This is an optimization exercise on Yosys and OpenROAD, whose aim is small area, not a production implementation. Function was checked by simulation only, so behaviour that the tests miss may differ from the original. No activity file was given, so power comes from the tool's default toggle rates.

## cpu
module cpu(
    input           clk,
    input           rst,
    output [31:0]   pc,
    input  [31:0]   imem_data,
    output          dmem_en,
    output          dmem_we,
    output [3:0]    dmem_be,
    output [9:0]    dmem_addr,
    output [31:0]   dmem_wdata,
    input  [31:0]   dmem_rdata,
    output [31:0]   out_reg6,
    output [31:0]   out_reg7,
    output [31:0]   out_reg15,
    output [31:0]   out_reg16
);
    localparam F_ADD = 5'd0, F_SUB = 5'd1, F_AND = 5'd2, F_OR = 5'd3, F_XOR = 5'd4,
               F_NOR = 5'd5, F_LUI = 5'd6, F_SLT = 5'd7, F_SLTU = 5'd8, F_MDHI = 5'd9,
               F_P = 5'd12, F_HI = 5'd13, F_LO = 5'd14, F_CLZ = 5'd15, F_MUL = 5'd16;
    localparam H_MUL = 2'd0, H_DIV = 2'd1, H_RS = 2'd2;
    localparam S_W = 2'd0, S_H = 2'd1, S_B = 2'd2;
    reg  [31:0] pc_r;
    reg  [31:0] id_instr;
    reg  [31:0] id_pc4;
    reg         f_stall, f_is_rs, f_is_rt;
    reg  [31:0] f_rs, f_rt;
    wire        n_stall, n_is_rs, n_is_rt;
    wire [31:0] n_rs, n_rt;
    reg  [31:0] e_a, e_b, e_p;
    reg  [4:0]  e_fn;
    reg         e_hw, e_lw, e_sga, e_sgb;
    reg  [1:0]  e_hsrc;
    reg         e_men, e_mwe, e_msg;
    reg  [1:0]  e_msz;
    reg         e_wena, e_mfc0;
    reg  [4:0]  e_rdc;
    reg  [31:0] m_val;
    reg  [11:0] m_addr;
    reg         m_en, m_we, m_sg;
    reg  [1:0]  m_sz;
    reg         m_wena, m_mfc0;
    reg  [4:0]  m_rdc;
    reg  [31:0] w_val;
    reg         w_wena;
    reg  [4:0]  w_rdc;
  ...
For scale: about 9500 cells after synthesis, ~0.12 mm² of cells after synthesis.
Settings: LEC_CHECK=0, ABC_AREA=1, CAP_MARGIN=25, CORE_MARGIN=2, CORE_UTILIZATION=65, PLACE_DENSITY=0.75, SLEW_MARGIN=25; clock period 500.0 ns.
standard.sh (not shown) runs the stock make flow with config.mk's settings and CLKGATE_MAP_FILE= SYNTH_SCRIPT=/design/flow/synth_recipe.tcl, a recipe that flattens the netlist after the stock synthesis.
==> flow/flow/run.sh <==
#!/bin/bash
# 1. the standard synthesis, unchanged.
# 2. Area-oriented re-mapping of its combinational gates (flow/remap.tcl);
#    registers, adder cells and tie cells are untouched.
# 3. the standard layout of that netlist, with ports buffered by the
#    smallest buffer and a clock tree with larger leaf clusters and no
#    dummy loads.
# Each tool's output goes to a log file of its own in this folder.
set -euo pipefail
W=$PWD
bash standard.sh synth > log_1_synth.log 2>&1
R=orfs/results/$FLOW_PLATFORM/cpu/base
cp $R/1_2_yosys.v standard_synth.v
mv orfs orfs_synth
YOSYS=$(command -v yosys || echo $FLOW_HOME/../tools/install/yosys/bin/yosys)
REMAP_LIB=$FLOW_HOME/platforms/$FLOW_PLATFORM/lib/sky130_fd_sc_hd__tt_025C_1v80.lib \
REMAP_IN=$W/standard_synth.v REMAP_OUT=$W/remapped.v REMAP_TOP=$FLOW_TOP \
REMAP_SCRIPT=$W/flow/remap.abc REMAP_DIR=$W \
  $YOSYS -c flow/remap.tcl > log_2_remap.log 2>&1
bash standard.sh \
  "SYNTH_NETLIST_FILES=$W/remapped.v" \
  "BUFFER_PORTS_ARGS=-buffer_cell sky130_fd_sc_hd__buf_1" \
  "CTS_ARGS=-sink_clustering_enable -repair_clock_nets -dont_use_dummy_load -buf_list sky130_fd_sc_hd__clkbuf_8 -sink_clustering_size 12 -sink_clustering_max_diameter 100" \
  finish > log_3_layout.log 2>&1
Other scripts of this flow, unchanged in this note and not shown: flow/flow/remap.abc, flow/flow/remap.tcl
The baseline completed without violations.
Then changed:
--- a/flow/flow/run.sh
+++ b/flow/flow/run.sh
@@ -21,4 +21,6 @@
   "SYNTH_NETLIST_FILES=$W/remapped.v" \
   "BUFFER_PORTS_ARGS=-buffer_cell sky130_fd_sc_hd__buf_1" \
+  "RECOVER_POWER=100" \
+  "POST_GLOBAL_ROUTE_TCL=$W/flow/post_grt.tcl" \
   "CTS_ARGS=-sink_clustering_enable -repair_clock_nets -dont_use_dummy_load -buf_list sky130_fd_sc_hd__clkbuf_8 -sink_clustering_size 12 -sink_clustering_max_diameter 100" \
   finish > log_3_layout.log 2>&1
==> flow/flow/post_grt.tcl (new file) <==
# After power recovery (which downsizes gates off the critical paths), fix
# the slew and capacitance limits again, then update the routing guides.
global_route -start_incremental
repair_design -slew_margin $::env(SLEW_MARGIN) -cap_margin $::env(CAP_MARGIN) -verbose
detailed_placement
global_route -end_incremental
estimate_parasitics -global_routing
report_check_types -max_slew -max_capacitance -violators
write_guides $::env(RESULTS_DIR)/route.guide
The new run finished with timing, DRC and antenna clean.
Sequential power stays flat.
Global-route usage stays the same.
Setup slack is worse by 4300 ps.
Area after synthesis does not change.
Then changed:
--- a/flow/flow/run.sh
+++ b/flow/flow/run.sh
@@ -21,6 +21,4 @@
   "SYNTH_NETLIST_FILES=$W/remapped.v" \
   "BUFFER_PORTS_ARGS=-buffer_cell sky130_fd_sc_hd__buf_1" \
-  "RECOVER_POWER=100" \
-  "POST_GLOBAL_ROUTE_TCL=$W/flow/post_grt.tcl" \
-  "CTS_ARGS=-sink_clustering_enable -repair_clock_nets -dont_use_dummy_load -buf_list sky130_fd_sc_hd__clkbuf_8 -sink_clustering_size 12 -sink_clustering_max_diameter 100" \
+  "CTS_ARGS=-sink_clustering_enable -repair_clock_nets -dont_use_dummy_load -buf_list sky130_fd_sc_hd__clkbuf_8 -sink_clustering_size 16 -sink_clustering_max_diameter 60" \
   finish > log_3_layout.log 2>&1
CAP_MARGIN = 15   (was 25)
SLEW_MARGIN = 15   (was 25)
removed: flow/flow/post_grt.tcl
What happened: Sequential power hardly moves; total power drops slightly; cell area drops slightly; sequential share of layout area rose by 0.90 points; utilization falls by 1.2 points; via count shrinks slightly; global-route usage goes down by 0.17 points.
Then changed:
CAP_MARGIN = 25   (was 15)
SLEW_MARGIN = 25   (was 15)
Wire length is about the same.
Global-route usage hardly moves.
Via count hardly moves.
Core utilization hardly moves.
Non-clock buffer count increases by 10.
Synthesized cell count does not change.
Count of clock-buffer cells in the layout drops by 1.
Critical path depth is higher by 6.
Then changed:
CAP_MARGIN = 15   (was 25)
CORE_UTILIZATION = 72   (was 65)
PLACE_DENSITY = 0.82   (was 0.75)
SLEW_MARGIN = 15   (was 25)
The new run ran to the end with no violations. Clock skew increases by 41 ps. Wire length increases by 1.3%. Count of clock-buffer cells in the layout is lower by 5. Utilization rises by 7.3 points. Cell area drops by about 0.5%. Clock power stays flat. Cell count came out lower by 2.4%.
